This is an optimization exercise on Yosys and OpenROAD, whose aim is small area, a short achievable clock period and few clock cycles, not a production implementation.
The RTL was checked by simulation tests, not by an equivalence proof against the original design.
Power figures rest on the tool's default switching activity, not on a simulated workload.

$ cat flow/flow/run.sh
#!/bin/bash
# The standard layout (the standard.sh, standard synthesis unchanged),
# except that the port buffers are sky130_fd_sc_hd__buf_2 cells.
# make's full output goes to make.log in the work folder; ORFS keeps each
# step's own log under orfs/logs.
set -euo pipefail
bash standard.sh "BUFFER_PORTS_ARGS=-buffer_cell sky130_fd_sc_hd__buf_2" finish > make.log 2>&1
$ cat flow/standard.sh
#!/bin/bash
# synth_recipe.tcl (not shown) runs the flow's synth.tcl, then flattens the netlist and writes it again
# the make line also repeats each setting of config.mk as NAME=value (left out here)
make -C /OpenROAD-flow-scripts/flow DESIGN_CONFIG=/design/flow/config.mk WORK_HOME=/design/flow/orfs CLKGATE_MAP_FILE= SYNTH_SCRIPT=/design/flow/synth_recipe.tcl "${@:-finish}"
$ cat flow/config.mk
export PLATFORM = sky130hd
export DESIGN_NAME = process
export DESIGN_NICKNAME = process
export VERILOG_FILES = /design/flow/design.v
export SDC_FILE = /design/flow/constraint.sdc
export NUM_CORES = 4
export LEC_CHECK = 0
export ABC_AREA = 1
export CAP_MARGIN = 20
export CORE_MARGIN = 2
export CORE_UTILIZATION = 45
export PLACE_DENSITY = 0.6
export SETUP_SLACK_MARGIN = 4.2
export SLEW_MARGIN = 20
$ cat flow/constraint.sdc
create_clock -name core_clock -period 7.0 [get_ports {clk}]
set_input_delay 1.4000 -clock core_clock [delete_from_list [all_inputs] [get_ports {clk}]]
set_output_delay 1.4000 -clock core_clock [all_outputs]
set_load 0.01 [all_outputs]
$ cat flow/design.v
`timescale 1ns / 1ps
module process(
	input clk,
	input rst,
	input [23:0] in_pix,
	output reg [5:0] row, col,
	output reg out_we,
	output reg [23:0] out_pix,
	output reg mirror_done,
	output reg gray_done,
	output reg filter_done);
localparam PM = 2'd0, PG = 2'd1, PF = 2'd2;
reg [1:0]  phase, nphase;
reg [1:0]  sub, nsub;
reg [12:0] cnt, ncnt;
wire [6:0]  s = cnt[12:6];
wire [5:0]  i = cnt[5:0];
wire [12:0] cinc = cnt + 13'd1;
wire        last11 = (cnt[10:0] == 11'd2047);
wire        dirA  = cnt[6] ^ cnt[12];
wire [5:0]  a_row = cnt[11:6] ^ {6{cnt[12]}};
wire [5:0]  a_col = cnt[5:0] ^ {6{dirA}};
wire [13:0] wpx   = {1'b0, cnt} - 14'd66;
wire [5:0]  w_row = wpx[11:6];
wire [5:0]  w_col = wpx[5:0] ^ {6{~wpx[6]}};
wire        w_ok  = (wpx[13:12] == 2'b00);
reg [5:0] nrow, ncol;
reg nwe, nmd, ngd, nfd;
reg f_i0, f_s0, f_ra;
reg nf_i0, nf_s0, nf_ra;
reg f_byp, nf_byp;
always @(*) begin
	nphase = phase; nsub = sub; ncnt = cnt;
	nrow = a_row; ncol = a_col;
	nwe = 1'b0; nmd = 1'b0; ngd = 1'b0; nfd = 1'b0;
	nf_i0 = f_i0; nf_s0 = f_s0; nf_ra = f_ra; nf_byp = 1'b0;
	case (phase)
	PM: begin
		nrow = {sub == 2'd0, cnt[10:6] ^ {5{sub == 2'd0}}};
		ncol = cnt[5:0];
		nwe = (sub != 2'd2);
		nsub = (sub == 2'd2) ? 2'd0 : sub + 2'd1;
		if (sub == 2'd1) begin nmd = last11; ncnt = cinc; end
		if (sub == 2'd2 && cnt[11]) begin nphase = PG; ncnt = 13'd0; end
	end
	PG: begin
		nrow = cnt[10:5];
		ncol = {cnt[4:0], ~sub[0]};
		nwe = sub[0] ^ sub[1];
		nsub = sub + 2'd1;
		if (sub == 2'd2) begin ngd = last11; ncnt = cinc; end
		if (sub == 2'd3 && cnt[11]) begin
			nphase = PF; ncnt = 13'd0;
			nf_i0 = 1'b1; nf_s0 = 1'b1; nf_ra = 1'b1;
		end
	end
	default: begin
		case (sub)
		2'd0: begin
			nsub = 2'd1; ncnt = cinc; nf_byp = f_i0;
			nrow = w_row; ncol = w_col; nwe = w_ok;
			nfd = (cnt == 13'd4161);
		end
		2'd1: begin
			if (cnt == 13'd4162) begin
				nphase = PM; nsub = 2'd0; ncnt = 13'd0; nrow = 6'd0; ncol = 6'd0;
			end else if (i == 6'd2 && s != 7'd0 && !(cnt[12] && cnt[11:6] != 6'd0)) begin
				nsub = 2'd2; ncol = {6{dirA}};
			end else begin
				nsub = 2'd0;
				nwe = ~cnt[12] | (cnt == 13'd4096);
				nf_i0 = (i == 6'd0); nf_s0 = (cnt <= 13'd64); nf_ra = ~cnt[12];
			end
		end
		default: begin
			nsub = 2'd0;
			nwe = ~cnt[12];
			nf_i0 = 1'b0; nf_s0 = 1'b0; nf_ra = ~cnt[12];
		end
		endcase
	end
	endcase
end
always @(posedge clk) begin
	if (rst) begin
		phase <= PM; sub <= 2'd0; cnt <= 13'd0;
		f_i0 <= 1'b1; f_s0 <= 1'b1; f_ra <= 1'b1; f_byp <= 1'b0;
		row <= 6'd0; col <= 6'd0; out_we <= 1'b0;
		mirror_done <= 1'b0; gray_done <= 1'b0; filter_done <= 1'b0;
	end else begin
		phase <= nphase; sub <= nsub; cnt <= ncnt;
		f_i0 <= nf_i0; f_s0 <= nf_s0; f_ra <= nf_ra; f_byp <= nf_byp;
		row <= nrow; col <= ncol; out_we <= nwe;
		mirror_done <= nmd; gray_done <= ngd; filter_done <= nfd;
	end
end
reg [23:0] P;
reg [7:0]  G0, G1;
reg [8:0]  E;
reg signed [12:0] K;
reg [9:0]  J;
reg mxr, mxg, mxb, mnr, mng, mnb;
wire [7:0] pr = P[23:16], pg = P[15:8], pb = P[7:0];
wire [7:0] pmax = ({8{mxr}} & pr) | ({8{mxg}} & pg) | ({8{mxb}} & pb);
wire [7:0] pmin = ({8{mnr}} & pr) | ({8{mng}} & pg) | ({8{mnb}} & pb);
wire [8:0] gsum = {1'b0, pmax} + {1'b0, pmin};
wire irg = in_pix[23:16] > in_pix[15:8];
wire irb = in_pix[23:16] > in_pix[7:0];
wire igb = in_pix[15:8] > in_pix[7:0];
wire signed [12:0] pT = P[22:10];
wire [9:0] pH = P[9:0];
wire first = f_i0;
wire [9:0] Jn = pT[12] ? 10'd0 : (|pT[11:10]) ? 10'h3ff : pT[9:0];
wire [10:0] Dn = {1'b0, J} - {1'b0, out_pix[9:0]};
wire [7:0] Dcl = Dn[10] ? 8'd0 : (|Dn[9:8]) ? 8'd255 : Dn[7:0];
wire [9:0] Hs = {1'b0, E} + {2'b0, G0};
wire signed [12:0] Ts = K - $signed({5'b0, G0});
wire [9:0] Hn = first ? {1'b0, E} : Hs;
wire signed [12:0] Tn = first ? K : Ts;
wire fA = (phase == PF) && (sub == 2'd0);
always @(posedge clk) begin
	P <= f_byp ? {1'b0, Tn, Hn} : in_pix;
	mxr <= irg & irb;
	mxg <= ~(irg & irb) & igb;
	mxb <= ~(irg & irb) & ~igb;
	mnb <= irb & igb;
	mng <= ~(irb & igb) & irg;
	mnr <= ~(irb & igb) & ~irg;
	E <= {1'b0, G0} + {1'b0, G1};
	K <= fA ? K - $signed({3'b0, f_s0 ? 10'd0 : pH})
	        : $signed({2'b0, G0, 3'b000}) + $signed({5'b0, G0}) - $signed({5'b0, G1});
end
always @(posedge clk) begin
	case (phase)
	PM: out_pix <= in_pix;
	PG: out_pix <= {8'd0, gsum[8:1], 8'd0};
	default: begin
		case (sub)
		2'd0: begin
			out_pix <= {8'd0, Dcl, 8'd0};
			J <= Jn;
			G1 <= first ? 8'd0 : G0;
			G0 <= f_ra ? in_pix[15:8] : 8'd0;
		end
		2'd1: out_pix <= {1'b0, Tn, Hn};
		default: ;
		endcase
	end
	endcase
end
endmodule
==> impl_results.md, run 1 <==
- R2r worst-path depth: 10
- Number of cells on the worst hold path: 2
- Critical path data required time: 7250 ps
- TritonCTS sink count: 139
- Num CTS Buffers: 17
- Number of diodes: 0
- Source-to-sink clock delay at the later pin of the worst-skew pair: 440 ps
- Post-route setup TNS: 0 ps
- Sequential area share after synthesis: 0.307
- Routed Antenna Nets: 0
- Total global routing track utilization: 0.268
- Most common cell after layout, fill and taps aside: nand2_1
- Count of state elements after synthesis: 139
- Critical-path cell list: ha_1, fa_1, inv_1, nand3_1, nand2_1, nand4_1, nand2_1, xor2_1, inv_1, o21ai_0
- Buffers from clock root to sink, at most: 2
- Slowest cell on the critical path: edfxtp_1
- Starting utilization of the core area: 0.457
- Placed wire-length estimate: 26,000 um
- Final-layout fill cell count: 2,371
- Start-to-end type of the worst setup path: register to register
- Highest-count cells in the layout ignoring fill and taps: nand2_1 (391), inv_1 (190), nand3_1 (131)
- First-pass GRT wire length: 50,800 um
- IO Pins: 66
- Achievable Freq: 389 MHz
- Worst Setup End Kind: register
- Maximum number of pins on one net before global-route repair: 34
- Class of the worst hold path: register to register
- H-tree depth reported by CTS: 4
- Netlist Area Pre-Place: 10,700 um2
- Largest cells by area after synthesis: dfxtp_1 (17%), edfxtp_1 (14%), nand2_1 (14%)
- Total Die Area: 25,000 um2
- Proportion of layout cells with a drive suffix above 1: 0.102
- Post-DR wirelength/cell: 17.5 um
- Vias in the first global route: 9,216
- Synthesized instance count: 1,504
- Category of the worst setup path launch point: register
- Total length of routed wires: 33,100 um
- Clk pin slew, worst setup/hold paths: 70 ps
- Fin. Hold Viols: 0
- Max-slew violation total from the final report: 0
- Antenna violations before repair: 0
- Final period demand of the worst path: 2570 ps
- Distinct cells, synth: 53
- Headroom to the max-slew limit: 0.497
- DR vias/cell: 5.37
- Arrival time at the worst endpoint: 2820 ps
- Area share of the largest cell type after synthesis: 0.167
- Starting DRT DRC Count: 868
- Chip Width: 158 um
- Number of violations of the max-capacitance limit: 0
- CTS hold repair buffers: 0
- Cell Rows: 56
- Final Wtd Congestion: 0.970
- Setup repair after global routing missed its margin: false
- DRC: 0
- Synthesized Nets: 1,646
- Syn Area/Cell: 7.11 um2
- Critical R2R Capture: out_pix[18]
- Clock Skews: 12.6 ps
- Post-synthesis cell type with the largest combined area: dfxtp_1
- First drt pass iteration count: 5
- Power per standard cell area: 209 nW/um2
- Setup slack, reg-to-reg: 4430 ps
- Reg-to-reg critical path startpoint: G0[0]
- Transition time at the pin with the least slew margin: 754 ps
- Share of the clock period used by the worst path: 0.368
- Result of the run: complete, no violations
- Layout Area Growth over Synthesis: 11.3%
- Final #Nets: 1,696
- Source of the critical timing path: G0[0]
- Y dimension of the die: 158 um
- Clock tree from TritonCTS: done
- Leakage power figure: 5.73 nW
- Root Buffer Master: clkbuf_16
- Critical-path maximum fanout: 4
- Worst voltage drop across the vdd grid: 0.124 mV
- Sink of the worst hold path: J[8]
- Port-buffer cells: 65
- CORE AREA: 23,400 um2
- Number of vias after detailed routing: 10,100
- Largest incremental delay on the critical path: 510 ps
- Worst hold start: P[18]
- Total of endpoints with negative setup slack in the final report: 0
- Power, Total: 2.49 mW
- Syn. warnings: 1
- Global-route congestion overflow total: 0
Yosys cell counts, drive strengths merged:
cell type / n
a221oi: 1
nor3: 11
xnor2: 15
nor3b: 2
mux2i: 1
a21oi: 106
xor2: 26
nand3b: 11
or2: 9
clkbuf: 25
buf: 18
o221ai: 1
a21boi: 1
and2: 1
a211oi: 1
a22oi: 2
dfxtp: 89
ha: 104
o31ai: 1
a311oi: 1
nand3: 132
nor2: 109
o21bai: 6
o21ai: 97
fa: 12
nand4: 33
o211ai: 7
inv: 204
o22ai: 13
a21o: 4
o21a: 3
nand2: 401
clkinv: 2
a211o: 2
a31oi: 3
edfxtp: 50
registers in the layout, indices dropped and copies added (netlist names), 2 cells and up:
register,cells
E,9
G0,8
G1,8
J,10
K,13
P,24
cnt,13
col,6
out_pix,24
phase,2
row,6
sub,2
per-stage QoR:
step / hold slack (ps) / worst slack [ps] / instances / util / area [um2]
after floorplan: 474 / 4480 / 1504 / - / 10700
after global placement: 580 / 4000 / 1848 / 0.479 / 11200
after global routing: 610 / 4210 / 1886 / 0.508 / 11900
after detailed placement: 596 / 3820 / 1848 / 0.479 / 11200
final: 594 / 4430 / 1886 / 0.508 / 11900
after CTS: 594 / 4180 / 1882 / 0.507 / 11900
per-layer routing:
metal / track usage / wire length [um] / up-vias
met2: 0.419 / 14800 / 360
li1: - / - / 5071
met4: 0.0794 / 673 / 0
met3: 0.0394 / 2270 / 42
met5: 0 / 0 / -
met1: 0.382 / 15300 / 4663
cell type report:
type	count	area, um2	area share
clock inverters	12	170	0.0143
repair buffers	73	385	0.0324
repair inverters	1	7.51	0.000631
flip-flops and latches	139	3280	0.276
clock buffers	20	457	0.0384
inverters	206	781	0.0656
multi-input cells	1116	6410	0.539
well taps	319	399	0.0336
power breakdown:
group	switching [mW]	internal (mW)
registers	0.0498	0.888
logic	0.376	0.199
clock network	0.366	0.612
timing repair:
action / CTS / global route
cloned: 1 / 0
endpoints found under the hold margin: 0 / 0
gates resized for setup: 4 / 6
setup endpoints to repair: 34 / 36
buffers inserted: 1 / 4
worst max-delay path by stage:
| stage | endpoint | slack, ps | depth (start not counted) |
|---|---|---|---|
| after floorplan | mxb | 4480 | 9 |
| after global routing | K[10] | 4210 | 11 |
| after CTS | K[4] | 4180 | 8 |
| final | out_pix[18] | 4430 | 10 |
| after global placement | K[4] | 4000 | 8 |
| after detailed placement | K[4] | 3820 | 8 |
kinds of logic after synthesis:
family / after synthesis / synth area share
adder cells (fa/ha/maj): 116 / 0.144
multiplexers: 1 / 0.000936
AO/OA/AOI/OAI: 249 / 0.129
XOR/XNOR: 41 / 0.0336
flip-flops: 139 / 0.307
buffers and inverters: 249 / 0.0942
AND/OR/NAND/NOR: 709 / 0.291
critical path: cells and delay by family (launching register included):
family          cells  cell delay (ps)
compound gates      1              260
buf+inv             2              210
xor+xnor            1              230
simple gates        4              500
fa+ha+maj           2              680
flops               1              510
Testbench counts, summed over its fixed seeds: cycles 363,584.
==> run 2, diff against run 1 <==
--- a/flow/config.mk
+++ b/flow/config.mk
@@ -5,7 +5,6 @@
 export SDC_FILE = /design/flow/constraint.sdc
 export NUM_CORES = 4
 export LEC_CHECK = 0
-export ABC_AREA = 1
 export CAP_MARGIN = 20
 export CORE_MARGIN = 2
 export CORE_UTILIZATION = 45
==> run 2 against run 1 <==
Die area is 4.4% lower. Total power is 16% lower. Clock power is 11% lower. First-iteration DRC count is 3.0% lower. Critical path type unchanged.
==> impl_results.md, run 2 <==
- Number of vias after detailed routing: 9,027
- Chip Width: 155 um
- EDFF count, synth: 50
- Met1 track demand over resource: 0.351
- First drt pass iteration count: 7
- Layout Area Growth over Synthesis: 12.6%
- Final #Nets: 1,369
- Critical-path maximum fanout: 3
- Proportion of layout cells with a drive suffix above 1: 0.154
- Num CTS Buffers: 17
- IO Pins: 66
- Main combinational cell family by area after synthesis: compound AO/OA/AOI/OAI gates
- Cell occurring most often along the worst timing path: a21o_1
- Compound-Gate Fraction of Synth Area: 0.213
- Clock tree from TritonCTS: done
- Synthesized Nets: 1,313
- Most used routing layer in global routing: met2
- Achievable Freq: 359 MHz
- Arrival time at the worst endpoint: 3090 ps
- Netlist Area Pre-Place: 10,200 um2
- Starting DRT DRC Count: 842
- Total global routing track utilization: 0.253
- Start-to-end type of the worst setup path: register to register
- Setup repair after global routing missed its margin: true
- Multi-input gate area: 6370 um2
- TritonCTS sink count: 139
- Result of the run: complete, no violations
- Parity-gate share of the synthesized area counting xor and xnor cells: 0.0625
- Class of the worst hold path: register to register
- Largest incremental delay on the critical path: 460 ps
- Synthesized instance count: 1,171
- Starting utilization of the core area: 0.455
- First-pass GRT wire length: 46,700 um
- Port-buffer cells: 65
- Utilization of the core after routing: 0.512
- Syn. warnings: 1
- Post-route setup TNS: 0 ps
- Share of the clock period used by the worst path: 0.398
- Routed Antenna Nets: 0
- Clock Skews: 10.2 ps
- Max-slew violation total from the final report: 0
- Transition time at the pin with the least slew margin: 856 ps
- Distinct cells, synth: 77
- Placed wire-length estimate: 22,700 um
- Biggest registers after layout: P: 24 flops, out_pix: 24 flops
- Area share of the largest cell type after synthesis: 0.175
- Synth Area in Adders: 0.151
- Total length of routed wires: 30,600 um
- Worst hold start: G1[0]
- Leakage power figure: 4.94 nW
- Final period demand of the worst path: 2780 ps
- Mux cell area share after synthesis: 0.0208
- Count of state elements after synthesis: 139
- Number of diodes: 0
- Clk pin slew, worst setup/hold paths: 70 ps
- Vias in the first global route: 8,225
- Cell type group with the largest total delay on the critical path: adder cells
- Simple-gate share of the synthesized area: 0.163
- Worst voltage drop across the vdd grid: 0.150 mV
- DRC: 0
- Reg-to-reg critical path startpoint: G0[1]
- Top FF cell, synth: dfxtp_1
- Proportion of register bits with asynchronous set or reset after synthesis: 0
- Worst Setup End Kind: register
- Sequential area share after synthesis: 0.322
- Met2 Resource Use GR: 0.404
- Y dimension of the die: 155 um
- DR vias/cell: 5.92
- Root Buffer Master: clkbuf_16
- Power per standard cell area: 181 nW/um2
- Source of the critical timing path: G0[1]
- CTS hold repair buffers: 0
- Category of the worst setup path launch point: register
- Largest cells by area after synthesis: dfxtp_1 (17%), edfxtp_1 (15%), ha_1 (13%)
- Final-layout fill cell count: 2,171
- CORE AREA: 22,400 um2
- Post-DR wirelength/cell: 20.1 um
- Source-to-sink clock delay at the later pin of the worst-skew pair: 440 ps
- Number of violations of the max-capacitance limit: 0
- Headroom to the max-slew limit: 0.425
- Highest-count cells in the layout ignoring fill and taps: nor2_1 (125), ha_1 (101), inv_1 (88)
- Maximum number of pins on one net before global-route repair: 39
- Antenna violations before repair: 0
- Critical-path cell list: buf_4, ha_1, ha_2, fa_2, a211oi_4, o21ai_2, a21o_1, a21o_1, a31oi_2, xnor2_1, mux2i_1
- Post-synth top cells: nor2_1 (126), ha_1 (104), inv_1 (98)
- Total of endpoints with negative setup slack in the final report: 0
- Post-synthesis cell type with the largest combined area: dfxtp_1
- Syn Area/Cell: 8.71 um2
- Critical path data required time: 7310 ps
- Total Die Area: 23,900 um2
- Cell Rows: 55
- Buffers from clock root to sink, at most: 2
- Most common cell after layout, fill and taps aside: nor2_1
- Met3 capacity usage during global routing: 0.0381
- Global-route congestion overflow total: 0
- Final Wtd Congestion: 0.913
- Most common cell in the netlist: nor2_1
- Fin. Hold Viols: 0
- Sequential Area: 3290 um2
- Slowest cell on the critical path: edfxtp_1
- H-tree depth reported by CTS: 4
- CP Buf/Inv Count: 1
==> run 2: changes by cell type after synthesis, moves of 28 or more <==
cell and change:
nand3_1 -110, xnor2_1 +34, inv_1 -94, nor2_1 +28, nand2_1 -317, o21ai_0 -29
==> run 2: logic make-up (layout without fill, tap and decap cells) <==
group	count (synthesis)	count (layout)
simple gates	344	344
compound gates	326	326
buf+inv	156	225
flops	139	139
fa+ha+maj	116	116
xor+xnor	72	72
mux	18	18
==> run 2: per-layer routing <==
| metal | vias to the layer above | share of wire |
|---|---|---|
| met5 | - | 0 |
| met4 | 0 | 0.029 |
| met3 | 54 | 0.067 |
| met2 | 359 | 0.45 |
| met1 | 4296 | 0.45 |
| li1 | 4318 | - |
==> run 2: area by class of cell <==
cell class              count  area share
clock buffers              17      0.0370
clock inverters            15      0.0108
inverters                 101      0.0338
multi-input cells         876       0.555
flip-flops and latches    139       0.287
well taps                 285      0.0310
repair buffers             91      0.0456
repair inverters            1    0.000653
==> run 2: final timing paths <==
kind                end  slack (ps)  cells after the start
hold / removal     E[0]         580                      2
setup / recovery  K[11]        4220                     11
setup reg to reg  K[11]        4220                     11
hold reg to reg    E[0]         580                      2
==> run 2: worst register-to-register path, cell delays in order, from the launching register on <==
cell,delay (ps)
edfxtp_1,460
buf_4,180
ha_1,290
ha_2,200
fa_2,420
a211oi_4,300
o21ai_2,90
a21o_1,160
a21o_1,180
a31oi_2,180
xnor2_1,130
mux2i_1,80
==> run 2: power by group <==
part / switching, mW / internal, mW / total (mW)
sequential: 0.0356 / 0.864 / 0.900
clock: 0.381 / 0.488 / 0.868
combinational: 0.179 / 0.135 / 0.314
==> run 2: what timing repair did <==
item,CTS,global route
cloned,1,0
endpoints found under the hold margin,0,0
pin swaps,4,15
resized for setup,17,46
buffers inserted,8,9
endpoints found under the setup margin,27,40
==> run 2: per-stage QoR <==
step | worst slack, ps | instances | hold slack (ps) | total power [mW] | cell area (um2)
detailed placement | 3480 | 1475 | 568 | 1.21 | 10600
global route | 4100 | 1525 | 632 | 2.16 | 11500
finish | 4220 | 1525 | 581 | 2.08 | 11500
global placement | 3540 | 1475 | 566 | 1.21 | 10600
CTS | 4110 | 1516 | 579 | 2.08 | 11300
floorplan | 4290 | 1171 | 499 | 1.13 | 10200
==> run 3, diff against run 2 <==
--- a/flow/config.mk
+++ b/flow/config.mk
@@ -5,9 +5,10 @@
 export SDC_FILE = /design/flow/constraint.sdc
 export NUM_CORES = 4
 export LEC_CHECK = 0
+export ABC_AREA = 1
 export CAP_MARGIN = 20
 export CORE_MARGIN = 2
 export CORE_UTILIZATION = 45
 export PLACE_DENSITY = 0.6
-export SETUP_SLACK_MARGIN = 4.2
+export SETUP_SLACK_MARGIN = 4.0
 export SLEW_MARGIN = 20
==> run 3 against run 2 <==
Still clean on timing, DRC and antenna. Clock power rose by 13%. Routed wire length rose by 8.5%. Sequential power rose by 4.2%. Die area rose by 4.6%. Worst hold slack improved by 20 ps. Synthesized cell count rose by 28%. Total power rose by 20%. Critical path depth fell by 5.
==> impl_results.md, run 3 <==
- EDFF count, synth: 50
- Cell internal pwr: 1.70 mW
- Netlist Area Pre-Place: 10,700 um2
- Chip Width: 158 um
- Global-route congestion overflow total: 0
- Power per standard cell area: 210 nW/um2
- Critical path data required time: 7090 ps
- Post-synth top cells: nand2_1 (391), inv_1 (192), nand3_1 (131)
- Port-buffer cells: 65
- Proportion of register bits with asynchronous set or reset after synthesis: 0
- Power share of the combinational group: 0.231
- Placed wire-length estimate: 26,000 um
- Routed Antenna Nets: 0
- Starting DRT DRC Count: 862
- Switching Share: 0.319
- Number of vias after detailed routing: 10,100
- H-tree depth reported by CTS: 4
- Worst Setup End Kind: register
- Clock Skews: 10.1 ps
- Transition time at the pin with the least slew margin: 775 ps
- Final Wtd Congestion: 0.970
- Clk pwr share: 0.393
- Final period demand of the worst path: 2800 ps
- Headroom to the max-slew limit: 0.483
- Critical-path maximum fanout: 14
- IO Pins: 66
- Start-to-end type of the worst setup path: register to register
- Sequential share of power: 0.376
- Max-slew violation total from the final report: 0
- Antenna violations before repair: 0
- Number of violations of the max-capacitance limit: 0
- Layout Area Growth over Synthesis: 10.9%
- Top FF cell, synth: dfxtp_1
- Count of state elements after synthesis: 139
- Total global routing track utilization: 0.267
- Arrival time at the worst endpoint: 2890 ps
- Synthesized instance count: 1,504
- Fin. Hold Viols: 0
- Number of diodes: 0
- Post-route setup TNS: 0 ps
- Post-synthesis cell type with the largest combined area: dfxtp_1
- TritonCTS sink count: 139
- Most common cell after layout, fill and taps aside: nand2_1
- Share of the clock period used by the worst path: 0.400
- Area share of the largest cell type after synthesis: 0.167
- Syn Area/Cell: 7.11 um2
- Result of the run: complete, no violations
- First-pass GRT wire length: 50,700 um
- DR vias/cell: 5.39
- Highest-count cells in the layout ignoring fill and taps: nand2_1 (391), inv_1 (191), nand3_1 (131)
- Worst voltage drop across the vdd grid: 0.123 mV
- Distinct cells, synth: 53
- Hold WS: 601 ps
- Starting utilization of the core area: 0.457
- Clk pin slew, worst setup/hold paths: 60 ps
- Root Buffer Master: clkbuf_16
- Total Die Area: 25,000 um2
- Category of the worst setup path launch point: register
- DRC: 0
- CORE AREA: 23,400 um2
- Maximum number of pins on one net before global-route repair: 34
- Proportion of layout cells with a drive suffix above 1: 0.0972
- Class of the worst hold path: register to register
- Post-DR wirelength/cell: 17.6 um
- Sequential area share after synthesis: 0.307
- Source-to-sink clock delay at the later pin of the worst-skew pair: 440 ps
- Most common cell in the netlist: nand2_1
- Cell Rows: 56
- Clock tree from TritonCTS: done
- First drt pass iteration count: 5
- Final #Nets: 1,692
- Buffers from clock root to sink, at most: 2
- Total length of routed wires: 33,200 um
- Setup slack, reg-to-reg: 4200 ps
- Largest cells by area after synthesis: dfxtp_1 (17%), edfxtp_1 (14%), nand2_1 (14%)
- Synthesized Nets: 1,646
- Achievable Freq: 357 MHz
- Biggest registers after layout: P: 24 flops, out_pix: 24 flops
- Num CTS Buffers: 17
- Setup repair after global routing missed its margin: false
- Syn. warnings: 1
- Net switching power figure: 0.796 mW
- Y dimension of the die: 158 um
- Vias in the first global route: 9,216
- Leakage power figure: 5.72 nW
- Total of endpoints with negative setup slack in the final report: 0
run 3: power groups by stage:
stage | registers, mW | clock network (mW) | logic [mW]
CTS | 0.937 | 0.988 | 0.569
finish | 0.938 | 0.980 | 0.576
global placement | 0.954 | 0 | 0.563
detailed placement | 0.954 | 0 | 0.564
floorplan | 0.938 | 0 | 0.413
global route | 0.945 | 1.03 | 0.643
run 3: logic make-up (layout without fill, tap and decap cells):
group,after synthesis,count (layout),share of synthesized area
AOI/OAI and AO/OA,249,249,0.129
xor gates and xnor gates,41,41,0.0336
adders and majority gates,116,116,0.144
buffers and inverters,249,308,0.0942
DFF,139,139,0.307
muxes,1,1,0.000936
and+or+nand+nor,709,709,0.291
run 3: worst max-delay path, cell delays in order (launching register included):
cell,delay [ps]
dfxtp_1,430
inv_1,120
ha_1,440
inv_2,240
nand2_1,180
nor2_1,550
clkinvlp_4,500
run 3: layout make-up:
cell class,count,area (um2)
clock inverter,12,170
sequential,139,3280
fill,2373,11500
inverter,206,777
multi-input combinational,1116,6410
tap,319,399
timing repair inverter,1,7.51
timing repair buffer,69,355
clock buffer,20,457
run 3: per-stage QoR:
step                cell area (um2)  utilization  power, mW  cells  setup slack, ps
floorplan                     10700            -       1.35   1504             4480
global placement              11200        0.479       1.52   1848             4000
detailed placement            11200        0.479       1.52   1848             3820
CTS                           11800        0.506       2.49   1880             3980
global route                  11900        0.507       2.62   1882             4000
finish                        11900        0.507       2.49   1882             4200
run 3: worst paths after layout:
kind,from,to,cells after the start
setup reg to reg,sub[0],out_pix[0],6
hold / removal,P[18],J[8],2
setup / recovery,sub[0],out_pix[0],6
hold reg to reg,P[18],J[8],2
run 3: metal layers:
| metal | track usage | wire length, um | vias up |
|---|---|---|---|
| li1 | - | - | 5060 |
| met1 | 0.381 | 15500 | 4683 |
| met2 | 0.418 | 14800 | 353 |
| met3 | 0.0411 | 2210 | 40 |
| met4 | 0.0789 | 676 | 0 |
| met5 | 0 | 0 | - |
run 3: what timing repair did:
| action | CTS | global route |
|---|---|---|
| hold buffers | 0 | 0 |
| setup endpoints to repair | 10 | 26 |
| buffers inserted | 0 | 1 |
| gates cloned | 0 | 1 |
| gates resized for setup | 2 | 2 |
==> run 4, diff against run 3 <==
--- a/flow/config.mk
+++ b/flow/config.mk
@@ -10,5 +10,5 @@
 export CORE_MARGIN = 2
 export CORE_UTILIZATION = 45
 export PLACE_DENSITY = 0.6
-export SETUP_SLACK_MARGIN = 4.0
+export SETUP_SLACK_MARGIN = 4.8
 export SLEW_MARGIN = 20
==> run 4 against run 3 <==
Sequential power up 0.9%. Global-route usage is 1.7 points higher. Utilization rose by 8.9 points. Fmax increased by 16%. Clock-buffer cell count is 1 lower. Critical path type is now register to primary output. Highest routed layer unchanged. Area after synthesis did not move. Largest power group unchanged. Die area did not move. Worst hold slack got worse by 37 ps. Still clean.
==> impl_results.md, run 4 <==
- Power, Total: 2.64 mW
- Proportion of layout cells with a drive suffix above 1: 0.276
- Vias in the first global route: 9,850
- Netlist Area Pre-Place: 10,700 um2
- Y dimension of the die: 158 um
- Cell type group with the largest total delay on the critical path: flip-flops
- H-tree depth reported by CTS: 4
- Sequential share of power: 0.358
- Most common cell in the netlist: nand2_1
- Synthesized instance count: 1,504
- Critical-path maximum fanout: 2
- Buffers from clock root to sink, at most: 2
- Synthesized Nets: 1,646
- Transition time at the pin with the least slew margin: 980 ps
- Critical path data required time: 5600 ps
- Power per standard cell area: 190 nW/um2
- Class of the worst hold path: register to register
- Headroom to the max-slew limit: 0.346
- Category of the worst setup path launch point: register
- Chip Width: 158 um
- Result of the run: complete, no violations
- Source of the critical timing path: out_pix[9]
- Routed Antenna Nets: 0
- Distinct cells, synth: 53
- Max-slew violation total from the final report: 0
- TritonCTS sink count: 139
- CP Buf/Inv Count: 1
- Number of vias after detailed routing: 10,700
- Clk pin slew, worst setup/hold paths: 60 ps
- Count of state elements after synthesis: 139
- DR vias/cell: 5.47
- Post-DR wirelength/cell: 18.4 um
- Total of endpoints with negative setup slack in the final report: 0
- Leakage power figure: 6.23 nW
- Biggest registers after layout: P: 24 flops, out_pix: 24 flops
- Arrival time at the worst endpoint: 1020 ps
- Total global routing track utilization: 0.284
- Largest cells by area after synthesis: dfxtp_1 (17%), edfxtp_1 (14%), nand2_1 (14%)
- Net switching power figure: 0.875 mW
- Proportion of register bits with asynchronous set or reset after synthesis: 0
- IO Pins: 66
- Achievable Freq: 413 MHz
- Power share of the combinational group: 0.268
- Syn Area/Cell: 7.11 um2
- Layout Area Growth over Synthesis: 30.3%
- Share of the clock period used by the worst path: 0.346
- First-pass GRT wire length: 53,700 um
- DRC: 0
- Maximum number of pins on one net before global-route repair: 34
- Clock tree from TritonCTS: done
- Worst hold start: cnt[1]
- First drt pass iteration count: 6
- Root Buffer Master: clkbuf_16
- Starting utilization of the core area: 0.457
- Final-layout fill cell count: 2,170
- Largest incremental delay on the critical path: 420 ps
- Cell Rows: 56
- Num CTS Buffers: 17
- Most common cell after layout, fill and taps aside: nand2_1
- CTS hold repair buffers: 0
- Start-to-end type of the worst setup path: register to primary output
- Fin. Hold Viols: 0
- Post-route setup TNS: 0 ps
- Post-synthesis cell type with the largest combined area: dfxtp_1
- Global-route congestion overflow total: 0
- Final Wtd Congestion: 0.992
- Total length of routed wires: 35,900 um
- Total Die Area: 25,000 um2
- Top FF cell, synth: dfxtp_1
- Highest-count cells in the layout ignoring fill and taps: nand2_1 (353), inv_1 (152), nand3_1 (105)
- Port-buffer cells: 65
- Sequential area share after synthesis: 0.307
- Worst Setup End Kind: primary output
- Slowest cell on the critical path: edfxtp_1
- Setup repair after global routing missed its margin: true
- Area share of the largest cell type after synthesis: 0.167
- Placed wire-length estimate: 26,400 um
- Cell internal pwr: 1.77 mW
- Post-synth top cells: nand2_1 (391), inv_1 (192), nand3_1 (131)
- Clock Skews: 11.4 ps
- Sequential Area: 3330 um2
- Starting DRT DRC Count: 973
- Number of diodes: 0
- CORE AREA: 23,400 um2
- Final #Nets: 1,761
- EDFF count, synth: 50
- Antenna violations before repair: 0
- Number of violations of the max-capacitance limit: 0
- Critical-path cell list: buf_2
- Reg-to-reg critical path startpoint: G0[0]
- Multi-input gate area: 7540 um2
- Source-to-sink clock delay at the later pin of the worst-skew pair: 440 ps
- Switching Share: 0.331
- Syn. warnings: 1
- Clk pwr share: 0.375
- Final period demand of the worst path: 2420 ps
- Worst voltage drop across the vdd grid: 0.165 mV
[run 4: cell count changes in the layout (fill, tap and decap cells not counted), sizes merged]
cell and delta:
buf +68, clkinvlp +4, clkinv -3
[run 4: path summary, 6_finish.rpt]
check,end,slack (ps),cells past startpoint
worst min-delay path,cnt[1],560,2
worst max-delay path,out_pix[9],4580,1
worst min register to register,cnt[1],560,2
worst max register to register,P[12],4610,12
[run 4: what timing repair did]
item / in CTS / in global routing
setup buffers: 44 / 25
endpoints found under the setup margin: 154 / 124
resized for setup: 131 / 227
endpoints found under the hold margin: 0 / 0
cloned: 1 / 0
pin swaps: 41 / 81
[run 4: metal layers]
layer  part of all wire  wire (um)  track usage
met2               0.46      16500        0.447
met5                  0          0            0
met3              0.061       2180       0.0441
met1               0.45      16000        0.392
met4              0.033       1170        0.111
[run 4: tightest hold or removal path, stage by stage, from the launching register on]
cell	delay, ps
dfxtp_2	380
nand2_1	80
a21oi_1	60
[run 4: final cells by class]
class,instances,area share
repair inverters,1,0.000539
clock inverters,13,0.0137
clock buffers,19,0.0311
multi-input cells,1116,0.541
flip-flops and latches,139,0.239
inverters,206,0.0629
repair buffers,138,0.0832
well taps,319,0.0286
[run 4: power groups by stage]
stage / logic, mW / clock network, mW / registers [mW]
3_5_place_dp: 0.587 / 0 / 0.955
4_1_cts: 0.622 / 0.997 / 0.939
6_report: 0.708 / 0.991 / 0.946
3_3_place_gp: 0.588 / 0 / 0.955
5_1_grt: 0.778 / 1.03 / 0.951
2_1_floorplan: 0.427 / 0 / 0.938
[run 4: cell families (layout without fill, tap and decap cells)]
| family | after synthesis | in the layout | share of synthesized area |
|---|---|---|---|
| xor+xnor | 41 | 41 | 0.0336 |
| simple gates | 709 | 709 | 0.291 |
| flops | 139 | 139 | 0.307 |
| compound gates | 249 | 249 | 0.129 |
| buf+inv | 249 | 377 | 0.0942 |
| fa+ha+maj | 116 | 116 | 0.144 |
| mux | 1 | 1 | 0.000936 |
[run 4: metrics by stage]
step / area, um2 / hold slack, ps / util / std cells / worst slack [ps]
after floorplan: 11000 / 474 / - / 1504 / 4610
after global placement: 11500 / 561 / 0.491 / 1849 / 4160
after detailed placement: 11500 / 564 / 0.491 / 1849 / 4060
after CTS: 12900 / 578 / 0.551 / 1926 / 4540
after global routing: 13900 / 599 / 0.595 / 1951 / 4560
final: 13900 / 564 / 0.595 / 1951 / 4580
==> run 5, diff against run 4 <==
--- a/flow/config.mk
+++ b/flow/config.mk
@@ -10,5 +10,5 @@
 export CORE_MARGIN = 2
 export CORE_UTILIZATION = 45
 export PLACE_DENSITY = 0.6
-export SETUP_SLACK_MARGIN = 4.8
+export SETUP_SLACK_MARGIN = 4.4
 export SLEW_MARGIN = 20
==> run 5 against run 4 <==
Sequential power is 0.8% lower. Critical path depth increased by 10. Worst hold slack better by 34 ps. Synthesized cell count unchanged. Clock skew fell by 0.78 ps. Highest routed layer unchanged. Cell count decreased by 2.7%. Worst setup slack lost 110 ps. Die area is the same. Cell area fell by 14%.
==> impl_results.md, run 5 <==
- First drt pass iteration count: 8
- Highest-count cells in the layout ignoring fill and taps: nand2_1 (390), inv_1 (183), nand3_1 (130)
- Achievable Freq: 395 MHz
- Critical path data required time: 7170 ps
- Category of the worst setup path launch point: register
- Starting utilization of the core area: 0.457
- EDFF count, synth: 50
- Starting DRT DRC Count: 791
- Cell Rows: 56
- Start-to-end type of the worst setup path: register to register
- Post-route setup TNS: 0 ps
- Post-synthesis cell type with the largest combined area: dfxtp_1
- Netlist Area Pre-Place: 10,700 um2
- Synthesized Nets: 1,646
- Final #Nets: 1,708
- Setup slack, reg-to-reg: 4470 ps
- Biggest registers after layout: P: 24 flops, out_pix: 24 flops
- Total non-filler cell area in the finished layout: 12,000 um2
- Post-synth top cells: nand2_1 (391), inv_1 (192), nand3_1 (131)
- Total global routing track utilization: 0.268
- Final Wtd Congestion: 0.970
- Area share of the largest cell type after synthesis: 0.167
- Top FF cell, synth: dfxtp_1
- Number of diodes: 0
- Number of standard cells in the final layout excluding fillers: 1,898
- Placed wire-length estimate: 26,000 um
- Max-slew violation total from the final report: 0
- Chip Width: 158 um
- Net switching power figure: 0.796 mW
- Arrival time at the worst endpoint: 2690 ps
- Cell internal pwr: 1.70 mW
- Transition time at the pin with the least slew margin: 755 ps
- Clock tree from TritonCTS: done
- Leakage power figure: 5.77 nW
- Headroom to the max-slew limit: 0.496
- Number of cells on the worst hold path: 2
- Most common cell after layout, fill and taps aside: nand2_1
- CORE AREA: 23,400 um2
- Vias in the first global route: 9,215
- Worst voltage drop across the vdd grid: 0.123 mV
- Worst Setup End Kind: register
- DP Area: 11,200 um2
- Clock Skews: 10.6 ps
- TritonCTS sink count: 139
- Share of the clock period used by the worst path: 0.361
- Antenna violations before repair: 0
- CTS hold repair buffers: 0
- Proportion of register bits with asynchronous set or reset after synthesis: 0
- R2r worst-path depth: 11
- Routed Antenna Nets: 0
- Layout Area Growth over Synthesis: 12.6%
- Final period demand of the worst path: 2530 ps
- Total length of routed wires: 33,300 um
- Global-route congestion overflow total: 0
- Syn Area/Cell: 7.11 um2
- Total of endpoints with negative setup slack in the final report: 0
- Syn. warnings: 1
- Fin. Hold Viols: 0
- Sequential area share after synthesis: 0.307
- Proportion of layout cells with a drive suffix above 1: 0.120
- Distinct cells, synth: 53
- First-pass GRT wire length: 50,900 um
- Total Die Area: 25,000 um2
- Count of state elements after synthesis: 139
- H-tree depth reported by CTS: 4
- Post-DR wirelength/cell: 17.5 um
- DR vias/cell: 5.35
- Clk pwr share: 0.391
- DRC: 0
- Num CTS Buffers: 17
- Switching Share: 0.319
- Critical-path maximum fanout: 4
- Number of vias after detailed routing: 10,200
- Number of violations of the max-capacitance limit: 0
- Source-to-sink clock delay at the later pin of the worst-skew pair: 440 ps
- IO Pins: 66
- Class of the worst hold path: register to register
- Maximum number of pins on one net before global-route repair: 34
- Most common cell in the netlist: nand2_1
- Root Buffer Master: clkbuf_16
- Y dimension of the die: 158 um
- Power per standard cell area: 208 nW/um2
- Setup repair after global routing missed its margin: true
- Largest cells by area after synthesis: dfxtp_1 (17%), edfxtp_1 (14%), nand2_1 (14%)
- Power share of the combinational group: 0.234
- Port-buffer cells: 65
- Sequential share of power: 0.375
- Synthesized instance count: 1,504
- Result of the run: complete, no violations
- Buffers from clock root to sink, at most: 2
- Total instance count after detailed placement: 1,848
- Clk pin slew, worst setup/hold paths: 60 ps
-- run 5: stage by stage --
stage / worst slack, ps / utilization / hold slack (ps) / power, mW
floorplan: 4480 / - / 474 / 1.35
global placement: 4000 / 0.479 / 580 / 1.52
detailed placement: 3820 / 0.479 / 596 / 1.52
CTS: 4430 / 0.508 / 594 / 2.50
global route: 4310 / 0.514 / 612 / 2.62
finish: 4470 / 0.514 / 598 / 2.50
-- run 5: kinds of logic (layout without fill, tap and decap cells) --
family	after synthesis	in the layout	share of synthesized area
xor+xnor	41	41	0.0336
simple gates	709	709	0.291
flops	139	139	0.307
fa+ha+maj	116	116	0.144
buf+inv	249	324	0.0942
mux	1	1	0.000936
compound gates	249	249	0.129
-- run 5: worst max-delay path, cell delays in order, from the launching register on --
cell and delay (ps):
edfxtp_1 440, buf_4 140, ha_1 180, inv_1 60
fa_1 400, nand3b_1 170, nand2_1 110, nand3_1 130
a21oi_1 150, nand3b_1 140, nand3_1 90, o21ai_0 230
-- run 5: timing repair --
action,in CTS,in global routing
pin swaps,0,5
endpoints found under the setup margin,68,29
gates cloned,1,0
hold endpoints to repair,0,0
gates resized for setup,10,25
setup buffers,4,13
-- run 5: routing by layer --
layer,vias to the layer above,global-route usage,share of wire
met5,-,0,0
met3,48,0.0394,0.060
met4,0,0.0772,0.022
met1,4670,0.383,0.47
li1,5095,-,-
met2,339,0.420,0.45
-- run 5: path summary, 6_finish.rpt --
check | from | to
setup / recovery | G0[0] | out_pix[6]
hold / removal | P[18] | J[8]
setup reg to reg | G0[0] | out_pix[6]
hold reg to reg | P[18] | J[8]
-- run 5: area by class of cell --
type | count | area, um2
inverter | 206 | 787
sequential | 139 | 3280
timing repair inverter | 1 | 7.51
clock buffer | 20 | 457
tap | 319 | 399
fill | 2379 | 11400
multi-input combinational | 1116 | 6450
clock inverter | 12 | 170
timing repair buffer | 85 | 475
-- run 5: power by group through the flow --
stage	logic, mW	registers [mW]	clock network (mW)
after floorplan	0.413	0.938	0
after global routing	0.652	0.945	1.03
after CTS	0.570	0.937	0.988
after detailed placement	0.564	0.954	0
after global placement	0.563	0.954	0
final	0.584	0.938	0.979
==> run 6, diff against run 5 <==
--- a/flow/config.mk
+++ b/flow/config.mk
@@ -10,5 +10,5 @@
 export CORE_MARGIN = 2
 export CORE_UTILIZATION = 45
 export PLACE_DENSITY = 0.6
-export SETUP_SLACK_MARGIN = 4.4
+export SETUP_SLACK_MARGIN = 4.6
 export SLEW_MARGIN = 20
==> run 6 against run 5 <==
Cell count grew 0.37%. Sequential power about the same. Worst hold slack better by 4.9 ps. Die area did not move. Via count grew 2.1%. Utilization rose by 1.6 points. Synthesized cell count unchanged. Fmax rose by 4.0%. Register-to-register slack better by 170 ps. Cell area grew 3.1%. Non-clock buffer count increased by 7. Worst setup slack improved by 98 ps.
==> impl_results.md, run 6 <==
- Critical-path cell list: buf_2
- Synthesized Nets: 1,646
- Least setup slack across all paths after layout: 4570 ps
- DRC: 0
- Highest-count cells in the layout ignoring fill and taps: nand2_1 (388), inv_1 (166), nand3_1 (129)
- Total Die Area: 25,000 um2
- Final period demand of the worst path: 2430 ps
- Total global routing track utilization: 0.273
- First-pass GRT wire length: 52,000 um
- Routed Antenna Nets: 0
- Cell Rows: 56
- Power, Total: 2.48 mW
- Root Buffer Master: clkbuf_16
- CORE AREA: 23,400 um2
- Net switching power figure: 0.813 mW
- Area share of the largest cell type after synthesis: 0.167
- Biggest registers after layout: P: 24 flops, out_pix: 24 flops
- Post-DR wirelength/cell: 17.4 um
- Number of diodes: 0
- R2r worst-path depth: 11
- Synthesized instance count: 1,504
- Hold WS: 603 ps
- Post-synth top cells: nand2_1 (391), inv_1 (192), nand3_1 (131)
- IO Pins: 66
- Setup repair after global routing missed its margin: true
- Power per standard cell area: 200 nW/um2
- Start-to-end type of the worst setup path: register to primary output
- Top FF cell, synth: dfxtp_1
- Maximum number of pins on one net before global-route repair: 34
- Number of standard cells in the final layout excluding fillers: 1,905
- Distinct cells, synth: 53
- Sequential area share after synthesis: 0.307
- Count of state elements after synthesis: 139
- Max-slew violation total from the final report: 0
- Antenna violations before repair: 0
- Dpl ws: 4000 ps
- Y dimension of the die: 158 um
- Syn Area/Cell: 7.11 um2
- Final Wtd Congestion: 0.955
- Number of violations of the max-capacitance limit: 0
- Critical path data required time: 5600 ps
- EDFF count, synth: 50
- Arrival time at the worst endpoint: 1030 ps
- CP Buf/Inv Count: 1
- Cell type group with the largest total delay on the critical path: flip-flops
- Power share of the combinational group: 0.243
- Global-route congestion overflow total: 0
- Source-to-sink clock delay at the later pin of the worst-skew pair: 430 ps
- Worst path depth: 1
- H-tree depth reported by CTS: 4
- Post-route setup TNS: 0 ps
- Buffers from clock root to sink, at most: 2
- CTS hold repair buffers: 0
- Clk pwr share: 0.379
- TritonCTS sink count: 139
- Switching Share: 0.327
- Most common cell in the netlist: nand2_1
- Most common cell after layout, fill and taps aside: nand2_1
- Starting utilization of the core area: 0.457
- Largest cells by area after synthesis: dfxtp_1 (17%), edfxtp_1 (14%), nand2_1 (14%)
- Proportion of layout cells with a drive suffix above 1: 0.161
- Final-layout fill cell count: 2,304
- Leakage power figure: 5.80 nW
- DR vias/cell: 5.44
- Class of the worst hold path: register to register
- Total of endpoints with negative setup slack in the final report: 0
- Headroom to the max-slew limit: 0.486
- Chip Width: 158 um
- Layout Area Growth over Synthesis: 16.1%
- Placed wire-length estimate: 25,900 um
- Proportion of register bits with asynchronous set or reset after synthesis: 0
- Slowest cell on the critical path: edfxtp_1
- Result of the run: complete, no violations
- Netlist Area Pre-Place: 10,700 um2
- Number of vias after detailed routing: 10,400
- Starting DRT DRC Count: 934
- Syn. warnings: 1
- Num CTS Buffers: 17
- Final #Nets: 1,715
- Achievable Freq: 411 MHz
- Utilization of the core after routing: 0.530
- First drt pass iteration count: 5
- Total instance count after detailed placement: 1,848
- Port-buffer cells: 65
- Total non-filler cell area in the finished layout: 12,400 um2
- Number of cells on the worst hold path: 3
- Sequential share of power: 0.379
- Post-synthesis cell type with the largest combined area: dfxtp_1
- Worst Setup End Kind: primary output
- Transition time at the pin with the least slew margin: 770 ps
- Critical-path maximum fanout: 2
- Clock tree from TritonCTS: done
- Largest incremental delay on the critical path: 440 ps
- Clk pin slew, worst setup/hold paths: 60 ps
- Vias in the first global route: 9,712
- Fin. Hold Viols: 0
- DP Area: 11,300 um2
- Clock Skews: 9.61 ps
- Category of the worst setup path launch point: register
- Cell internal pwr: 1.67 mW
- Share of the clock period used by the worst path: 0.347
- Total length of routed wires: 33,100 um
- Worst voltage drop across the vdd grid: 0.148 mV
-- run 6: cell counts after synthesis --
No cell type changed its count.
-- run 6: worst reg2reg max path: cells and delay by family, from the launching register on --
family | cells | cell delay [ps]
adder cells (fa/ha/maj) | 2 | 760
buffers and inverters | 3 | 270
flip-flops | 1 | 410
AO/OA/AOI/OAI | 3 | 610
AND/OR/NAND/NOR | 3 | 240
-- run 6: final cells by class --
class	count	area [um2]	share of cell area
clock buffer	20	437	0.0352
clock inverter	12	163	0.0131
inverter	206	801	0.0645
multi-input combinational	1116	6760	0.545
sequential	139	3290	0.265
tap	319	399	0.0322
timing repair buffer	92	548	0.0442
timing repair inverter	1	7.51	0.000605
-- run 6: final timing paths --
path                            startpoint         end  slack [ps]
worst max-delay path            out_pix[6]  out_pix[6]        4570
worst min-delay path                 K[11]       K[11]         600
worst max register to register       G0[0]        K[8]        4640
worst min register to register       K[11]       K[11]         600
-- run 6: cells by family (layout without fill, tap and decap cells) --
kind of cell / Yosys count / count (layout) / synth area share
AO/OA/AOI/OAI: 249 / 249 / 0.129
AND/OR/NAND/NOR: 709 / 709 / 0.291
flip-flops: 139 / 139 / 0.307
XOR/XNOR: 41 / 41 / 0.0336
adder cells (fa/ha/maj): 116 / 116 / 0.144
buffers and inverters: 249 / 331 / 0.0942
multiplexers: 1 / 1 / 0.000936
-- run 6: per-layer routing --
layer  share of wire  GRT usage
met1            0.45      0.374
met2            0.46      0.450
met3           0.075     0.0452
met4           0.016     0.0622
met5               0          0
-- run 6: timing repair --
action,4_1_cts,5_1_grt
gates cloned,1,0
pin swaps,4,8
buffers inserted,11,13
resized for setup,25,61
endpoints found under the setup margin,85,50
-- run 6: power groups by stage --
stage	registers [mW]	clock network (mW)	logic (mW)
2_1_floorplan	0.938	0	0.419
3_3_place_gp	0.954	0	0.569
3_5_place_dp	0.955	0	0.571
4_1_cts	0.938	0.945	0.583
5_1_grt	0.946	0.984	0.681
6_report	0.941	0.940	0.603
==> run 7, diff against run 6 <==
--- a/flow/design.v
+++ b/flow/design.v
@@ -104,9 +104,28 @@
 wire [7:0] pmax = ({8{mxr}} & pr) | ({8{mxg}} & pg) | ({8{mxb}} & pb);
 wire [7:0] pmin = ({8{mnr}} & pr) | ({8{mng}} & pg) | ({8{mnb}} & pb);
 wire [8:0] gsum = {1'b0, pmax} + {1'b0, pmin};
-wire irg = in_pix[23:16] > in_pix[15:8];
-wire irb = in_pix[23:16] > in_pix[7:0];
-wire igb = in_pix[15:8] > in_pix[7:0];
+function gt8(input [7:0] x, input [7:0] y);
+	reg [7:0] gg, ee;
+	reg [3:0] g1, e1;
+	reg [1:0] g2, e2;
+	integer k;
+	begin
+		gg = x & ~y;
+		ee = ~(x ^ y);
+		for (k = 0; k < 4; k = k + 1) begin
+			g1[k] = gg[2*k+1] | (ee[2*k+1] & gg[2*k]);
+			e1[k] = ee[2*k+1] & ee[2*k];
+		end
+		for (k = 0; k < 2; k = k + 1) begin
+			g2[k] = g1[2*k+1] | (e1[2*k+1] & g1[2*k]);
+			e2[k] = e1[2*k+1] & e1[2*k];
+		end
+		gt8 = g2[1] | (e2[1] & g2[0]);
+	end
+endfunction
+wire irg = gt8(in_pix[23:16], in_pix[15:8]);
+wire irb = gt8(in_pix[23:16], in_pix[7:0]);
+wire igb = gt8(in_pix[15:8], in_pix[7:0]);
 wire signed [12:0] pT = P[22:10];
 wire [9:0] pH = P[9:0];
 wire first = f_i0;
--- a/flow/config.mk
+++ b/flow/config.mk
@@ -5,10 +5,9 @@
 export SDC_FILE = /design/flow/constraint.sdc
 export NUM_CORES = 4
 export LEC_CHECK = 0
-export ABC_AREA = 1
 export CAP_MARGIN = 20
 export CORE_MARGIN = 2
 export CORE_UTILIZATION = 45
 export PLACE_DENSITY = 0.6
-export SETUP_SLACK_MARGIN = 4.6
+export SETUP_SLACK_MARGIN = 4.2
 export SLEW_MARGIN = 20
==> run 7 against run 6 <==
Still clean. Cell count fell by 17%. Utilization shrank 0.95 points. Critical path depth increased by 8. Die area down 2.4%. Worst setup slack got worse by 390 ps. Clock power fell by 1%. Fmax decreased by 14%. Routed wire length fell by 3.7%. Register-to-register slack got worse by 460 ps. Flip-flop and latch count is the same. Non-clock buffer count up 5. Via count fell by 9.8%. Critical endpoint is now out_pix[8].
==> impl_results.md, run 7 <==
- Final Wtd Congestion: 0.913
- Fin. Hold Viols: 0
- Result of the run: complete, no violations
- Synth Area in Adders: 0.144
- Port-buffer cells: 65
- DRC: 0
- Count of state elements after synthesis: 139
- Area share of the largest cell type after synthesis: 0.171
- Setup repair after global routing missed its margin: true
- Synthesized Nets: 1,364
- Buffers from clock root to sink, at most: 2
- Routed Antenna Nets: 0
- Final #Nets: 1,417
- Number of diodes: 0
- Number of violations of the max-capacitance limit: 0
- Syn Area/Cell: 8.52 um2
- First-pass GRT wire length: 49,200 um
- Post-synthesis cell type with the largest combined area: dfxtp_1
- TritonCTS sink count: 139
- Category of the worst setup path launch point: register
- Number of vias after detailed routing: 9,351
- CORE AREA: 22,700 um2
- Cell type group with the largest total delay on the critical path: compound AO/OA/AOI/OAI gates
- IO Pins: 66
- Start-to-end type of the worst setup path: register to register
- Starting DRT DRC Count: 930
- Achievable Freq: 355 MHz
- Highest-count cells in the layout ignoring fill and taps: nor2_1 (128), ha_1 (95), dfxtp_1 (86)
- Proportion of layout cells with a drive suffix above 1: 0.147
- Placed wire-length estimate: 23,300 um
- Worst hold start: G1[0]
- Netlist Area Pre-Place: 10,400 um2
- Critical R2R Capture: out_pix[8]
- Share of the clock period used by the worst path: 0.403
- Critical-path cell list: ha_2, inv_2, fa_2, nor2b_2, o31a_1, o21a_1, o41a_1, mux2i_2, o2111ai_2
- Class of the worst hold path: register to register
- Mux cell area share after synthesis: 0.0284
- Sink of the worst hold path: E[0]
- Maximum number of pins on one net before global-route repair: 45
- Setup slack, reg-to-reg: 4180 ps
- Main combinational cell family by area after synthesis: compound AO/OA/AOI/OAI gates
- Transition time at the pin with the least slew margin: 1020 ps
- Root Buffer Master: clkbuf_16
- Largest cells by area after synthesis: dfxtp_1 (17%), edfxtp_1 (14%), ha_1 (12%)
- Simple-gate share of the synthesized area: 0.180
- Critical-path maximum fanout: 4
- Total of endpoints with negative setup slack in the final report: 0
- Utilization of the core after routing: 0.521
- Synthesized instance count: 1,225
- Post-route setup TNS: 0 ps
- Source-to-sink clock delay at the later pin of the worst-skew pair: 440 ps
- EDFF count, synth: 50
- Clock Skews: 12.3 ps
- Power per standard cell area: 182 nW/um2
- R2r worst-path depth: 9
- Biggest registers after layout: P: 24 flops, out_pix: 24 flops
- Vias in the first global route: 8,672
- Distinct cells, synth: 83
- Number of cells on the worst hold path: 2
- Layout Area Growth over Synthesis: 13.4%
- Global-route congestion overflow total: 0
- Cell Rows: 55
- Reg-to-reg critical path startpoint: G0[0]
- Y dimension of the die: 156 um
- Most common cell after layout, fill and taps aside: nor2_1
- First drt pass iteration count: 6
- Num CTS Buffers: 17
- Post-synth top cells: nor2_1 (130), ha_1 (101), inv_1 (93)
- Post-DR wirelength/cell: 20.2 um
- Total length of routed wires: 31,900 um
- Worst Setup End Kind: register
- Clk pin slew, worst setup/hold paths: 70 ps
- Total global routing track utilization: 0.264
- Arrival time at the worst endpoint: 2970 ps
- Syn. warnings: 1
- Headroom to the max-slew limit: 0.317
- Slowest cell on the critical path: o41a_1
- Compound-Gate Fraction of Synth Area: 0.221
- H-tree depth reported by CTS: 4
- Largest incremental delay on the critical path: 520 ps
- Antenna violations before repair: 0
- Total Die Area: 24,400 um2
- Clock tree from TritonCTS: done
- Max-slew violation total from the final report: 0
- Starting utilization of the core area: 0.459
- Sequential area share after synthesis: 0.315
- Proportion of register bits with asynchronous set or reset after synthesis: 0
- Chip Width: 156 um
- Leakage power figure: 4.99 nW
- Critical path data required time: 7150 ps
- Most common cell in the netlist: nor2_1
- Parity-gate share of the synthesized area counting xor and xnor cells: 0.0529
- Worst voltage drop across the vdd grid: 0.127 mV
- Top FF cell, synth: dfxtp_1
- DR vias/cell: 5.93
- CP Buf/Inv Count: 1
- Final period demand of the worst path: 2820 ps
-- run 7: cell count changes in the layout (fill, tap and decap cells not counted), sizes merged, moves of 22 or more --
cell	before	now
a21oi	106	73
inv	204	99
mux2i	1	24
nand2	401	78
nand2b	0	24
nand3	132	20
nand4	33	7
nor2	109	131
nor3	11	33
xnor2	15	49
-- run 7: stage by stage --
stage / hold slack, ps / setup WS [ps] / total power [mW] / instances / instance area, um2
floorplan: 527 / 4210 / 1.13 / 1225 / 10400
global placement: 591 / 3770 / 1.22 / 1520 / 10900
detailed placement: 597 / 3580 / 1.23 / 1520 / 10900
CTS: 610 / 4210 / 2.16 / 1560 / 11600
global route: 656 / 4120 / 2.24 / 1576 / 11800
finish: 609 / 4180 / 2.15 / 1576 / 11800
-- run 7: metal layers --
metal | vias to the layer above | track usage | share of wire
li1 | 4510 | - | -
met1 | 4432 | 0.391 | 0.48
met2 | 350 | 0.393 | 0.42
met3 | 59 | 0.0349 | 0.064
met4 | 0 | 0.0961 | 0.032
met5 | - | 0 | 0
-- run 7: final cells by class --
type	instances	area (um2)
sequential	139	3290
timing repair inverter	1	5.00
clock buffer	17	425
fill	2141	10900
tap	285	357
inverter	93	362
clock inverter	15	175
multi-input combinational	929	6650
timing repair buffer	97	566
-- run 7: repair_timing --
item / in CTS / in global routing
pin swaps: 0 / 12
gates resized for setup: 14 / 30
cloned: 1 / 0
setup endpoints to repair: 47 / 21
hold buffers: 0 / 0
setup buffers: 7 / 16
-- run 7: how the worst max path moves through the flow --
stage          cells past startpoint      start          end
2_1_floorplan                      7  in_pix[6]          mxr
3_3_place_gp                       6     sub[1]   out_pix[5]
3_5_place_dp                       6     sub[1]   out_pix[6]
4_1_cts                            9        mxr  out_pix[14]
5_1_grt                           10      G0[6]        K[10]
6_report                           9      G0[0]   out_pix[8]
-- run 7: worst register-to-register path: stages (launching register included) --
cell       delay (ps)
edfxtp_1          500
ha_2              250
inv_2              60
fa_2              200
nor2b_2            60
o31a_1            250
o21a_1            210
o41a_1            520
mux2i_2           300
o2111ai_2         200
-- run 7: power by group --
part | switching (mW) | internal, mW | total (mW) | leakage (nW)
sequential | 0.0406 | 0.863 | 0.904 | 1.23
combinational | 0.181 | 0.137 | 0.318 | 3.47
clock | 0.420 | 0.510 | 0.930 | 0.288
total | 0.642 | 1.51 | 2.15 | 4.99
-- run 7: logic make-up after synthesis --
| group | Yosys count |
|---|---|
| XOR/XNOR | 63 |
| flip-flops | 139 |
| AO/OA/AOI/OAI | 341 |
| adder cells (fa/ha/maj) | 113 |
| buffers and inverters | 157 |
| AND/OR/NAND/NOR | 383 |
| multiplexers | 29 |
Testbench counts of run 7, summed over its fixed seeds: cycles 363,584.
==> run 8, diff against run 7 <==
--- a/flow/config.mk
+++ b/flow/config.mk
@@ -5,6 +5,7 @@
 export SDC_FILE = /design/flow/constraint.sdc
 export NUM_CORES = 4
 export LEC_CHECK = 0
+export ABC_AREA = 1
 export CAP_MARGIN = 20
 export CORE_MARGIN = 2
 export CORE_UTILIZATION = 45
==> run 8 against run 7 <==
Largest cell class unchanged. Total power fell by 1.5%. Critical endpoint is now K[9]. Worst hold slack got worse by 46 ps. Worst setup slack improved by 200 ps. Highest routed layer unchanged. Still clean on timing, DRC and antenna. Critical path depth rose by 1.
==> impl_results.md, run 8 <==
- Biggest registers after layout: P: 24 flops, out_pix: 24 flops
- Synthesized instance count: 1,478
- Clk pin slew, worst setup/hold paths: 60 ps
- First drt pass iteration count: 5
- Port-buffer cells: 65
- Layout Area Growth over Synthesis: 11.0%
- Distinct cells, synth: 54
- Total Die Area: 24,600 um2
- Clock Skews: 13.4 ps
- Arrival time at the worst endpoint: 2940 ps
- Placed wire-length estimate: 25,800 um
- Final #Nets: 1,668
- Chip Width: 157 um
- Post-synth top cells: nand2_1 (399), inv_1 (189), nand3_1 (131)
- Proportion of layout cells with a drive suffix above 1: 0.0993
- Power per standard cell area: 182 nW/um2
- Largest incremental delay on the critical path: 580 ps
- Transition time at the pin with the least slew margin: 909 ps
- Total length of routed wires: 32,600 um
- Buffers inserted by post-CTS timing repair: 0
- Final Wtd Congestion: 0.976
- Hold WS: 563 ps
- Netlist Area Pre-Place: 10,500 um2
- Most common cell after layout, fill and taps aside: nand2_1
- Headroom to the max-slew limit: 0.393
- DRC: 0
- Largest cells by area after synthesis: dfxtp_1 (17%), edfxtp_1 (14%), nand2_1 (14%)
- Post-CTS resize count: 0
- Number of vias after detailed routing: 9,816
- Global-route congestion overflow total: 0
- Critical-path cell list: inv_1, fa_1, inv_1, ha_1, a21oi_1, nand2_1, a21oi_1, o21bai_1, nor2_1, o22ai_1
- Number of diodes: 0
- Result of the run: complete, no violations
- Fin. Hold Viols: 0
- Final period demand of the worst path: 2620 ps
- Buffers from clock root to sink, at most: 2
- Achievable Freq: 381 MHz
- EDFF count, synth: 50
- Utilization of the core after routing: 0.512
- Slowest cell on the critical path: fa_1
- Syn. warnings: 1
- Sequential area share after synthesis: 0.312
- Setup slack, reg-to-reg: 4380 ps
- Total of endpoints with negative setup slack in the final report: 0
- Antenna violations before repair: 0
- H-tree depth reported by CTS: 4
- Proportion of register bits with asynchronous set or reset after synthesis: 0
- Synthesized Nets: 1,617
- Source-to-sink clock delay at the later pin of the worst-skew pair: 430 ps
- CP Buf/Inv Count: 2
- TritonCTS sink count: 139
- CORE AREA: 22,800 um2
- Cell Rows: 55
- Starting utilization of the core area: 0.462
- Cell type group with the largest total delay on the critical path: adder cells
- Routed Antenna Nets: 0
- CTS hold repair buffers: 0
- Dpl ws: 4230 ps
- Clock tree from TritonCTS: done
- Worst voltage drop across the vdd grid: 0.143 mV
- IO Pins: 66
- Area share of the largest cell type after synthesis: 0.169
- Critical path data required time: 7310 ps
- Total global routing track utilization: 0.268
- Number of violations of the max-capacitance limit: 0
- Worst Setup End Kind: register
- Vias in the first global route: 9,110
- Post-DR wirelength/cell: 17.6 um
- Starting DRT DRC Count: 940
- Class of the worst hold path: register to register
- Syn Area/Cell: 7.12 um2
- Critical-path maximum fanout: 6
- DR vias/cell: 5.29
- Num CTS Buffers: 17
- Least setup slack across all paths after layout: 4380 ps
- First-pass GRT wire length: 50,100 um
- Y dimension of the die: 157 um
- Max-slew violation total from the final report: 0
- Top FF cell, synth: dfxtp_1
- Category of the worst setup path launch point: register
- Most common cell in the netlist: nand2_1
- Setup repair after global routing missed its margin: false
- Leakage power figure: 5.74 nW
- Count of state elements after synthesis: 139
- Maximum number of pins on one net before global-route repair: 34
- Start-to-end type of the worst setup path: register to register
- Post-synthesis cell type with the largest combined area: dfxtp_1
- Highest-count cells in the layout ignoring fill and taps: nand2_1 (398), inv_1 (188), nand3_1 (131)
- Root Buffer Master: clkbuf_16
- Share of the clock period used by the worst path: 0.375
- Post-route setup TNS: 0 ps
run 8: path summary, 6_finish.rpt:
check | end | startpoint | cells after the start
worst max register to register | K[9] | G0[1] | 10
worst max-delay path | K[9] | G0[1] | 10
worst min-delay path | f_s0 | f_s0 | 2
worst min register to register | f_s0 | f_s0 | 2
run 8: worst register-to-register path, cell delays in order (launching register included):
cell      delay, ps
edfxtp_1        480
inv_1           230
fa_1            580
inv_1            40
ha_1            350
a21oi_1         200
nand2_1         120
a21oi_1         230
o21bai_1        120
nor2_1          100
o22ai_1          80
run 8: per-layer routing:
layer,vias to the layer above,GRT usage,share of wire
li1,4947,-,-
met1,4504,0.369,0.47
met2,311,0.429,0.45
met3,54,0.0424,0.059
met4,0,0.0917,0.029
met5,-,0,0
run 8: cell type report:
cell class	count	area, um2
Clock inverter	13	133
Sequential cell	139	3280
Multi-Input combinational cell	1098	6290
Tap cell	313	392
Fill cell	2268	11100
Clock buffer	18	450
Timing Repair Buffer	70	363
Inverter	203	766
run 8: metrics by stage:
stage	area, um2	total power, mW	std cells
after global placement	11100	1.22	1823
after CTS	11700	2.13	1854
after global routing	11700	2.21	1854
after detailed placement	11100	1.22	1823
final	11700	2.12	1854
after floorplan	10500	1.12	1478
run 8: logic make-up (layout without fill, tap and decap cells):
| kind of cell | after synthesis | after routing | synth area share |
|---|---|---|---|
| buf+inv | 241 | 304 | 0.0902 |
| compound gates | 235 | 235 | 0.125 |
| fa+ha+maj | 113 | 113 | 0.143 |
| simple gates | 710 | 710 | 0.297 |
| xor+xnor | 40 | 40 | 0.0333 |
| flops | 139 | 139 | 0.312 |
run 8: power by group:
group          leakage, nW  internal, mW  switching (mW)
clock network        0.287         0.518           0.392
logic                 4.25         0.113           0.200
registers             1.21         0.862          0.0328
total                 5.74          1.49           0.625

==> afterwards: timing with drivers on the ports <==
The results above use ideal ports. As a check the final layouts listed here were re-extracted and re-timed, cells and wires unchanged. Step 1 sets driving cells, clkbuf_16 on the clock port and buf_2 on the other inputs (assumed; they add their load-dependent delay and slew). Step 2 adds t to the input delays and takes it off the output delays; t is the mean of the earliest and latest rising clock arrival at the registers after step 1. Input paths then give back, and output paths get back, about the clock's delay inside the block. Three values: ideal, step 1, step 2; two values: the first two.
run	shift t [ns]	setup WS [ns]	worst setup path at the end	worst slew at a driven data input, ns	cell pins on the clock port's net
run 1	0.479	4.427 / 4.427 / 4.077	input to register	0.04	1
run 2	0.474	4.217 / 4.217 / 3.890	input to register	0.04	1
run 3	0.483	4.201 / 4.201 / 4.074	input to register	0.04	1
run 4	0.481	4.577 / 4.530 / 4.304	input to register	0.07	1
run 5	0.480	4.471 / 4.471 / 4.122	input to register	0.04	1
run 6	0.472	4.569 / 4.521 / 4.202	input to register	0.06	1
run 7	0.478	4.180 / 4.180 / 3.884	input to register	0.04	1
run 8	0.474	4.378 / 4.378 / 4.199	input to register	0.06	1
After both steps every run listed still meets setup and hold. The setup slack of run 6, which loses most, moves by -0.048 ns with the drivers and by -0.367 ns with both steps.
